From an optimization exercise on the open Yosys and OpenROAD flow, aimed at small area; shortcuts taken in it are not production practice. Function was checked by simulation only, so behaviour that the tests miss may differ from the original. Power figures rest on the tool's default switching activity, not on a simulated workload.

==> flow/design.v <==
`timescale 1ns / 1ps
module Cricket(
    input clk_fpga,
    input reset,
    input btnU,
    input sw,
    output dp,
    output [6:0] seg,
    output [3:0] an,
    output [15:0] led
    );
    reg [11:0] count;
    reg new_press, stable, now_stable;
    wire cnt_low0 = (count[10:0] == 11'd0);
    wire cnt_term = ~count[11] & cnt_low0;
    wire cnt_fb = (count[11] & ~cnt_low0) ^ count[7] ^ count[1] ^ count[0];
    wire cnt_clr = reset | (btnU != new_press);
    always @(posedge clk_fpga) begin
        count <= cnt_clr ? 12'h001 : {count[10:0], cnt_fb};
        if (reset) begin
            new_press <= 0;
            stable <= 0;
        end else if (btnU == new_press) begin
            if (cnt_term)
                stable <= btnU;
        end else
            new_press <= btnU;
    end
    always @(posedge clk_fpga)
        now_stable <= stable;
    wire delivery = stable & ~now_stable;
    reg [5:1] shift;
    always @(posedge clk_fpga) begin
        if (reset) shift <= 5'b11111;
        else shift <= {shift[1] ^ shift[4], shift[5:2]};
    end
    wire [3:0] q  = {shift[3:1], shift[5] ^ shift[3]};
    wire [3:0] qp = {shift[2:1], shift[5] ^ shift[3], shift[4] ^ shift[2]};    
    reg [8:0] cnt;      
    reg [2:0] ph;       
    reg [4:0] hb;       
    wire cnt_end = (cnt == 9'd33);      
    always @(posedge clk_fpga) begin
        if (reset) begin
            cnt <= 0;
            ph <= 3'd1;
            hb <= 0;
        end else if (cnt_end) begin
            cnt <= 0;
            ph <= ph + 1'b1;
            hb <= (hb == 5'd20) ? 5'd0 : {hb[3:0], ~(hb[4] ^ hb[2])};    
        end else
            cnt <= {cnt[7:0], ~(cnt[8] ^ cnt[4])};
    end
    wire [1:0] digit = ph[2:1];
    reg [4:0] sc;
    wire sc_step = (ph == 3'd5) && (hb == 5'd0) && (cnt == 9'd0);    
    always @(posedge clk_fpga) begin
        if (reset)
            sc <= 0;
        else if (sc_step)
            sc <= (sc == 5'd14) ? 5'd31 : (sc == 5'd31) ? 5'd15 : sc + 1'b1;
    end
    reg [15:0] scroll;
    integer i;
    always @(*) begin
        for (i = 0; i < 16; i = i + 1)
            scroll[i] = sc[4] ? (sc[3:0] != i) : ((sc[3:0] > i) || (sc[3:0] == 4'd15));
    end
    reg [1:0] t1h, t2h;          
    reg [3:0] t1t, t2t;          
    reg [3:0] t1o, t2o;          
    reg [3:0] t1w, t2w;          
    reg [6:0] b1, b2;            
    reg selD;                    
    reg selL;                    
    reg pend;                    
    reg pendb;                   
    reg G;                       
    reg inningOver;
    wire [1:0] ch = selD ? t2h : t1h;
    wire [3:0] ct = selD ? t2t : t1t;
    wire [3:0] co = selD ? t2o : t1o;
    wire [3:0] cw = selD ? t2w : t1w;
    wire [6:0] cb = selL ? b2 : b1;
    wire over1 = (t1w >= 4'd10) || (b1 >= 7'd120);
    wire over2 = (t2w >= 4'd10) || (b2 >= 7'd120);
    wire gameOver = G | (over1 & over2);
    wire winner = ~({t1h, t1t, t1o} > {t2h, t2t, t2o});
    reg [2:0] d;
    always @(*) begin
        case (qp)
            3, 4, 5, 6: d = 3'd1;
            7, 8, 9:    d = 3'd2;
            10:         d = 3'd3;
            11:         d = 3'd4;
            12:         d = 3'd6;
            default:    d = 3'd0;
        endcase
    end
    wire wk = (qp == 4'd15);
    wire [4:0] o_sum = co + d;
    wire o_carry = (o_sum >= 5'd10);
    wire wrap = (ch == 2'd2) && (ct == 4'd5) && (o_sum >= 5'd6);
    wire [3:0] n_o = wrap ? o_sum - 5'd6 : o_carry ? o_sum - 5'd10 : o_sum[3:0];
    wire t_carry = o_carry && (ct == 4'd9);
    wire [3:0] n_t = (wrap || t_carry) ? 4'd0 : ct + o_carry;
    wire [1:0] n_h = wrap ? 2'd0 : ch + t_carry;
    wire [3:0] n_w = cw + wk;
    always @(posedge clk_fpga) begin
        if (reset) begin
            t1h <= 0; t1t <= 0; t1o <= 0; t1w <= 0;
            t2h <= 0; t2t <= 0; t2o <= 0; t2w <= 0;
            b1 <= 0; b2 <= 0;
            selD <= 0; selL <= 0;
            pend <= 0; pendb <= 0;
            G <= 0;
        end else begin
            if (pend && !selD) begin
                t1h <= n_h; t1t <= n_t; t1o <= n_o; t1w <= n_w;
            end
            if (pend && selD) begin
                t2h <= n_h; t2t <= n_t; t2o <= n_o; t2w <= n_w;
            end
            if (pendb && !selL) b1 <= cb + 1'b1;
            if (pendb && selL) b2 <= cb + 1'b1;
            if (!(delivery && cw >= 4'd10)) selD <= sw;
            if (!(delivery && inningOver)) selL <= sw;
            pend <= delivery && !gameOver && (cw < 4'd10);
            pendb <= delivery && !gameOver && !inningOver && (q != 4'd13) && (q != 4'd14);
            G <= gameOver;
        end
    end
    always @(posedge clk_fpga)
        inningOver <= !reset && ((cw >= 4'd10) || (cb >= 7'd120));
    assign led = G ? scroll : {9'd0, cb};
    reg [3:0] nd;
    always @(*) begin
        case (digit)
            2'd0: nd = (cw >= 4'd10) ? cw - 4'd10 : cw;
            2'd1: nd = co;
            2'd2: nd = ct;
            2'd3: nd = {2'b00, ch};
        endcase
    end
    reg [6:0] seg_n;        
    always @(*) begin
        case (nd)
            0: seg_n = 7'b100_0000;
            1: seg_n = 7'b111_1001;
            2: seg_n = 7'b010_0100;
            3: seg_n = 7'b011_0000;
            4: seg_n = 7'b001_1001;
            5: seg_n = 7'b001_0010;
            6: seg_n = 7'b000_0010;
            7: seg_n = 7'b111_1000;
            8: seg_n = 7'b000_0000;
            9: seg_n = 7'b001_0000;
            default: seg_n = 7'b000_1000;
        endcase
    end
    reg [6:0] seg_go;       
    always @(*) begin
        case (digit)
            2'd1: seg_go = winner ? 7'b010_0100 : 7'b111_1001;
            2'd3: seg_go = 7'b000_0111;
            default: seg_go = 7'b100_0000;
        endcase
    end
    reg [6:0] seg_io;       
    always @(*) begin
        case (digit)
            2'd0: seg_io = 7'b111_1101;
            2'd1: seg_io = 7'b100_0000;
            2'd2: seg_io = 7'b100_1111;
            2'd3: seg_io = 7'b101_1111;
        endcase
    end
    wire [6:0] segs = gameOver ? seg_go : inningOver ? seg_io : seg_n;
    assign seg = segs;
    assign an = ~(4'b0001 << digit);
    assign dp = ~(digit == 2'd1);
endmodule
Settings: LEC_CHECK=0, CAP_MARGIN=20, CORE_MARGIN=2, CORE_UTILIZATION=40, CTS_CLUSTER_DIAMETER=200, CTS_CLUSTER_SIZE=50, SLEW_MARGIN=20; clock period 12.0 ns.
standard.sh (not shown) runs the stock make flow with config.mk's settings and CLKGATE_MAP_FILE= SYNTH_SCRIPT=/design/flow/synth_recipe.tcl, a recipe that flattens the netlist after the stock synthesis.
==> flow/flow/run.sh <==
#!/bin/bash
# Own layout flow: the standard ORFS flow (standard.sh), with the synthesis
# mapped for area instead of speed (the 12 ns clock leaves ample slack):
#  - abc maps the combinational logic with an area-oriented script
#    (abc_area_own.script, used in place of ORFS's abc_speed.script),
#  - Yosys's adder cells (ha/fa) are not pre-placed, so abc maps adders too,
#  - the port buffers are the smallest buffer, sky130_fd_sc_hd__buf_1,
#  - CTS arguments from cts_args.txt, if present.
# Registers, their names and cell types are the standard synthesis's.
# Every tool's output goes to the ORFS logs under orfs/logs/ and to flow.log here.
set -euo pipefail
WORK=$(pwd)
SC="$WORK/scripts_own"
rm -rf "$SC"
cp -r "$FLOW_HOME/scripts" "$SC"
cp "$WORK/flow/abc_area_own.script" "$SC/abc_speed.script"
ARGS=("SCRIPTS_DIR=$SC" "ADDER_MAP_FILE=" "BUFFER_PORTS_ARGS=-buffer_cell sky130_fd_sc_hd__buf_1")
if [[ -f "$WORK/flow/cts_args.txt" ]]; then
    ARGS+=("CTS_ARGS=$(cat "$WORK/flow/cts_args.txt")")
fi
bash "$WORK/standard.sh" "${ARGS[@]}" finish > "$WORK/flow.log" 2>&1
==> flow/flow/abc_area_own.script <==
strash
dch -f
amap
strash
dch -f
amap
topo
==> flow/flow/cts_args.txt <==
-sink_clustering_enable -repair_clock_nets -dont_use_dummy_load -sink_clustering_levels 1 -sink_clustering_size 32 -sink_clustering_max_diameter 300 -buf_list sky130_fd_sc_hd__clkbuf_8
The first run produced a clean layout.
Change:
==> flow/flow/cts_args.txt (replaced) <==
-sink_clustering_enable -repair_clock_nets -dont_use_dummy_load -sink_clustering_size 100 -sink_clustering_max_diameter 500 -sink_buffer_max_cap_derate 1 -buf_list sky130_fd_sc_hd__clkbuf_16 -root_buf sky130_fd_sc_hd__clkbuf_16
What happened:
- total power rises by 15%
- area after synthesis does not change
- combinational power is about the same
- setup slack improved by 0.040 ns
- critical path depth is unchanged
- worst hold slack got worse by 0.0038 ns
- sequential cell count is unchanged
Change:
==> flow/flow/cts_args.txt (replaced) <==
-sink_clustering_enable -repair_clock_nets -dont_use_dummy_load -sink_buffer_max_cap_derate 1 -buf_list sky130_fd_sc_hd__clkbuf_8
What happened: Worst hold slack improves by 0.0038 ns; area after synthesis stays the same; routed wire length went down by 0.64%; count of clock-buffer cells in the layout does not change; clock skew increases by 0.0076 ns; setup slack is worse by 0.040 ns; maximum frequency goes down by 0.59%; register-to-register slack got worse by 0.02 ns; via count goes down by 0.38%.
Change:
==> flow/flow/cts_args.txt (replaced) <==
-sink_clustering_enable -repair_clock_nets -dont_use_dummy_load -sink_clustering_size 50 -sink_clustering_max_diameter 200
Outcome: The changed run completed without violations; cell area is unchanged; synthesized area does not change; non-clock buffer count does not change; total power does not change; wire length stays the same; hold slack does not change; setup slack does not change; cell count stays the same; flip-flop and latch count stays the same; register-to-register slack is about the same; die area does not change.

-- re-timing with driven ports --
How much do the figures lean on ideal ports? The routed layouts below were timed once more, with nothing changed but the port constraints.
Step 1, drivers: a clkbuf_16 drives clk_fpga and a buf_2 each remaining input, both assumed.
Step 2 moves the port delays by t, midway between the first and last clock arrival at a register: inputs arrive t later, outputs are due t later. That takes back most of the time a late clock gives input paths.
Slacks: no drivers / after step 1 / after step 2; pairs: no drivers / after step 1.
| run | t, ns | slack for setup (ns) | worst slew at a driven data input, ns | pins driven straight from the clock port |
|---|---|---|---|---|
| the first run | 0.387 | 5.258 / 5.226 / 5.613 | 0.03 | 1 |
| the second run | 0.373 | 5.298 / 5.260 / 5.633 | 0.03 | 1 |
| the third run | 0.387 | 5.258 / 5.226 / 5.613 | 0.03 | 1 |
| the fourth run | 0.387 | 5.258 / 5.226 / 5.613 | 0.03 | 1 |
After both steps every run listed still meets setup and hold.
